Background: an optimization exercise with open tools, aiming at small area and a short achievable clock period. Do not read the settings as production practice.
In this exercise RTL edits were held to simulation tests only and were not proved equivalent to the original.
No activity file was given, so power comes from the tool's default toggle rates.

Design rtc_top, start of the top module:
module rtc_top (
                input logic         clk_i,
                input logic         rstn_i,
                input logic         date_update_i,
                input logic [31:0]  date_i,
                output logic [31:0] date_o,
                input logic         clock_update_i,
                output logic [21:0] clock_o,
                input logic [21:0]  clock_i,
                input logic [9:0]   init_sec_cnt_i,
                input logic         calibre_update_i,
                input logic [15:0]  calibre_sec_cnt_i,
                output logic [15:0] calibre_sec_cnt_o,
                input logic         timer_update_i,
                input logic         timer_enable_i,
                input logic         timer_retrig_i,
                input logic [16:0]  timer_target_i,
                output logic [16:0] timer_value_o,
                input logic         alarm_enable_i,
                input logic [5:0]   alarm_mask_i,
                input logic         alarm_update_clock_i,
                input logic [21:0]  alarm_clock_i,
                output logic [21:0] alarm_clock_o,
                input logic         alarm_update_date_i,
                input logic [31:0]  alarm_date_i,
                output logic [31:0] alarm_date_o,
                input logic         event_flag_update_i,
                input logic [1:0]   event_flag_i,
  ...
For scale: ~320 I/O pins, about 0.011 mm² of cells after synthesis.
clock: 5.0 ns
lec_check: 0
cap_margin: 20
core_margin: 2
core_utilization: 40
setup_slack_margin: 3.0
slew_margin: 20
standard.sh (not shown) runs the stock make flow with config.mk's settings and CLKGATE_MAP_FILE= SYNTH_SCRIPT=/design/flow/synth_recipe.tcl, a recipe that flattens the netlist after the stock synthesis.
==> flow/flow/run.sh <==
#!/bin/bash
set -euo pipefail
export BUFFER_PORTS_ARGS="-buffer_cell sky130_fd_sc_hd__buf_1"
bash standard.sh finish > standard.log 2>&1
Change:
==> flow/flow/run.sh (replaced) <==
#!/bin/bash
# The standard layout, with two changes:
#  - synthesis maps the logic with flow/abc_map.script instead of ORFS's abc_speed.script
#    (flow/synth_abc.tcl is synth_recipe.tcl with that abc call swapped);
#  - the port buffers are made from the smallest buffer cell.
# Each tool writes its full log under orfs/logs; the make output goes to standard.log.
set -euo pipefail
HERE=$(pwd)
export ABC_SCRIPT=$HERE/flow/abc_map.script
export ABC_D=2000
export BUFFER_PORTS_ARGS="-buffer_cell sky130_fd_sc_hd__buf_1"
bash standard.sh SYNTH_SCRIPT=$HERE/flow/synth_abc.tcl finish > standard.log 2>&1
==> flow/flow/abc_map.script (new file) <==
strash
&get -n
&fraig -x
&put
scorr
dc2
dretime
strash
&get -n
&dch -f
&nf {D}
&put
buffer -c
upsize {D}
dnsize {D}
stime -p
==> flow/flow/synth_abc.tcl (new file) <==
proc synth {args} { yosys synth -nofsm -noshare {*}$args }
# abc with the mapping script named by ABC_SCRIPT and the delay target ABC_D (ps);
# the rest is synth_recipe.tcl unchanged
proc abc {args} {
  set i [lsearch -exact $args -script]
  if { $i >= 0 } { set args [lreplace $args [expr {$i + 1}] [expr {$i + 1}] $::env(ABC_SCRIPT)] }
  set j [lsearch -exact $args -D]
  if { $j >= 0 && [info exists ::env(ABC_D)] } { set args [lreplace $args [expr {$j + 1}] [expr {$j + 1}] $::env(ABC_D)] }
  yosys abc {*}$args
}
source $::env(SCRIPTS_DIR)/synth.tcl
# left out here: clear keep_hierarchy, flatten, clean up, hide names made inside functions, write 1_2_yosys.v
- SETUP_SLACK_MARGIN: 3.0 -> 2.3
What happened: The new run completed with no timing, DRC or antenna violations. Non-clock buffer count came out lower by 70. Clock-buffer cell count came out higher by 1. Sequential power stays flat.
Change:
==> flow/flow/run.sh (replaced) <==
#!/bin/bash
set -euo pipefail
export BUFFER_PORTS_ARGS="-buffer_cell sky130_fd_sc_hd__buf_1"
bash standard.sh finish > standard.log 2>&1
- CORE_UTILIZATION: 40 -> 65
- SETUP_SLACK_MARGIN: 2.3 -> 2.6
removed: flow/flow/abc_map.script
removed: flow/flow/synth_abc.tcl
=> The new run went through all stages and came out clean. Global-route usage increases by 13 points. Wire length climbs by 11%. Final area increases by 7.1%. Core utilization grows by 31 points. Clock-buffer cell count is unchanged. Total power goes up by 4.1%. Setup slack got worse by 130 ps.


Setup of run A:
rtc_top again, from the RTL that the note above started with.
export LEC_CHECK = 0
export CAP_MARGIN = 20
export CORE_MARGIN = 2
export CORE_UTILIZATION = 40
export SETUP_SLACK_MARGIN = 2.7
export SLEW_MARGIN = 20
create_clock -name core_clock -period 5.0 [get_ports {clk_i}]
==> flow/flow/run.sh <==
#!/bin/bash
# The standard layout, with two changes:
#  - synthesis maps the logic with flow/abc_map.script instead of ORFS's abc_speed.script
#    (flow/synth_abc.tcl is synth_recipe.tcl with that abc call swapped);
#  - the port buffers are made from the smallest buffer cell.
# Each tool writes its full log under orfs/logs; the make output goes to standard.log.
set -euo pipefail
HERE=$(pwd)
export ABC_SCRIPT=$HERE/flow/abc_map.script
export ABC_D=2000
export BUFFER_PORTS_ARGS="-buffer_cell sky130_fd_sc_hd__buf_1"
bash standard.sh SYNTH_SCRIPT=$HERE/flow/synth_abc.tcl finish > standard.log 2>&1
==> flow/flow/abc_map.script <==
strash
&get -n
&fraig -x
&put
scorr
dc2
dretime
strash
&get -n
&dch -f
&nf {D}
&put
buffer -c
upsize {D}
dnsize {D}
stime -p
==> flow/flow/synth_abc.tcl <==
proc synth {args} { yosys synth -nofsm -noshare {*}$args }
# abc with the mapping script named by ABC_SCRIPT and the delay target ABC_D (ps);
# the rest is synth_recipe.tcl unchanged
proc abc {args} {
  set i [lsearch -exact $args -script]
  if { $i >= 0 } { set args [lreplace $args [expr {$i + 1}] [expr {$i + 1}] $::env(ABC_SCRIPT)] }
  set j [lsearch -exact $args -D]
  if { $j >= 0 && [info exists ::env(ABC_D)] } { set args [lreplace $args [expr {$j + 1}] [expr {$j + 1}] $::env(ABC_D)] }
  yosys abc {*}$args
}
source $::env(SCRIPTS_DIR)/synth.tcl
# left out here: clear keep_hierarchy, flatten, clean up, hide names made inside functions, write 1_2_yosys.v
Run A | stages: all done | timing, DRC, antenna: all pass
Modified inputs, run B compared to run A
Settings: SETUP_SLACK_MARGIN: 2.7 -> 2.3; CTS_CLUSTER_SIZE: unset -> 10; CTS_BUF_LIST: unset -> sky130_fd_sc_hd__clkbuf_8.
Notes after the runs:
Run A: done, clean on timing, DRC and antenna
Run B completed; timing, DRC and antenna clean
Run B: worst hold margin 0.0092 ns above run A
Looking at run B and run A, the sequential cell area is a wash.
Worst setup path endpoint = r_match_time: run B; worst setup path endpoint = r_match_date: run A
As far as number of sinks on the clock net goes, run A and run B are indistinguishable; the numbers are identical.
Logic gate share of total power in run B is 1.2 points above run A.
Synthesis-to-layout area growth: run B vs run A down 5.2 points
Compared to run A, run B has core utilization 2.1 points lower.
Buffers inserted during post-CTS setup optimization is higher on run A
Lower insertion delay of the later-clocked pin in the worst-skew pair goes to run A over run B.
Higher count of placed standard cells in the final layout, fillers left out goes to run A over run B.
Relative to run B, the following input files were edited for run C:
Settings: CTS_CLUSTER_SIZE removed (was 10); SETUP_SLACK_MARGIN changed from 2.3 to 2.6; CTS_BUF_LIST removed (was sky130_fd_sc_hd__clkbuf_8).
==> summary.txt <==
The flow did not stop early for run C: all stages ran, and the layout cleared the timing, DRC and antenna checks. Pin count of the biggest net entering global routing (run C / run B): 1.2. The fraction of the cycle the final worst path needs of run C and that of run B are within noise of each other. Of run B and run C, the lower global placement routability congestion belongs to run C. Routed wire length per instance: run C lower than run B. Summary of run C over run B: relative area change from synthesis to final layout up 2.6 points; flip-flop and latch share of the layout cell area down 0.76 points; worst setup slack flat. Measured against each other, run B and run C differ in layout cell share with drive strength beyond 1, the higher figure coming from run C.


Setup of S:
Another version of the RTL of rtc_top (not shown whole).
Size in the first run: about 980 cells after synthesis, about 190 flip-flops, about 0.010 mm2 of cells after synthesis.
clock: 5.0 ns
lec_check: 0
cap_margin: 20
core_margin: 2
core_utilization: 40
cts_buf_list: sky130_fd_sc_hd__clkbuf_8
cts_cluster_size: 10
gpl_timing_driven: 1
setup_slack_margin: 2.3
slew_margin: 20
Scripts as last shown in full above: flow/flow/run.sh, flow/flow/abc_map.script, flow/flow/synth_abc.tcl
S finished every step from synthesis to the final layout, and the layout passed the timing, DRC and antenna checks.
Changes in R relative to S:
Settings: GPL_TIMING_DRIVEN removed (was 1); CTS_CLUSTER_SIZE changed from 10 to 8; SETUP_SLACK_MARGIN changed from 2.3 to 2.5.
[summary]
Of S and R, S shows the lower wire length, with R above it.
Global placement routability congestion across S and R: no real change.
The flow did not stop early for R: all stages ran, and the layout cleared the timing, DRC and antenna checks.
Looking at total track usage across S and R, the one that comes out lower is S.
Diff S -> R | share of final layout cell area taken by non-clock buffers | increase of 0.97 points
Taking R over S, the starting DRC count in detailed routing ratio works out to 1.13.
Combinational group power delta for R relative to S: 5.2% higher

[port drivers added, routing unchanged]
In the flow no input, the clock included, has a driving cell. The finished layouts below were timed again as built, in two steps. Step 1 assumes that a clkbuf_16 drives the clock port and a buf_2 every other input. Step 2 adds t to the input delays and takes it off the output delays; t is the mean of the earliest and latest rising clock arrival at the registers after step 1. Input paths then give back, and output paths get back, about the clock's delay inside the block. Slacks: ideal ports / drivers / drivers and shift; pairs: ideal ports / drivers.
| run | shift t [ns] | slack for setup (ns) | worst register clock-pin slew, ns |
|---|---|---|---|
| the first run of note 1 | 0.480 | 2.182 / 2.182 / 1.771 | 0.08 / 0.08 |
| the second run of note 1 | 0.465 | 2.323 / 2.328 / 1.863 | 0.08 / 0.08 |
| the third run of note 1 | 0.481 | 2.196 / 2.196 / 1.787 | 0.07 / 0.07 |
| run A | 0.477 | 2.272 / 2.274 / 1.808 | 0.08 / 0.08 |
| run B | 0.491 | 2.308 / 2.308 / 1.817 | 0.11 / 0.11 |
| run C | 0.474 | 2.306 / 2.301 / 1.827 | 0.08 / 0.08 |
| S | 0.504 | 2.416 / 2.416 / 1.985 | 0.12 / 0.12 |
| R | 0.488 | 2.456 / 2.456 / 2.022 | 0.12 / 0.12 |
After both steps setup and hold are still met in every run listed. For run B, which loses most, drivers alone change the setup slack by 0.000 ns; drivers and shift together by -0.491 ns.
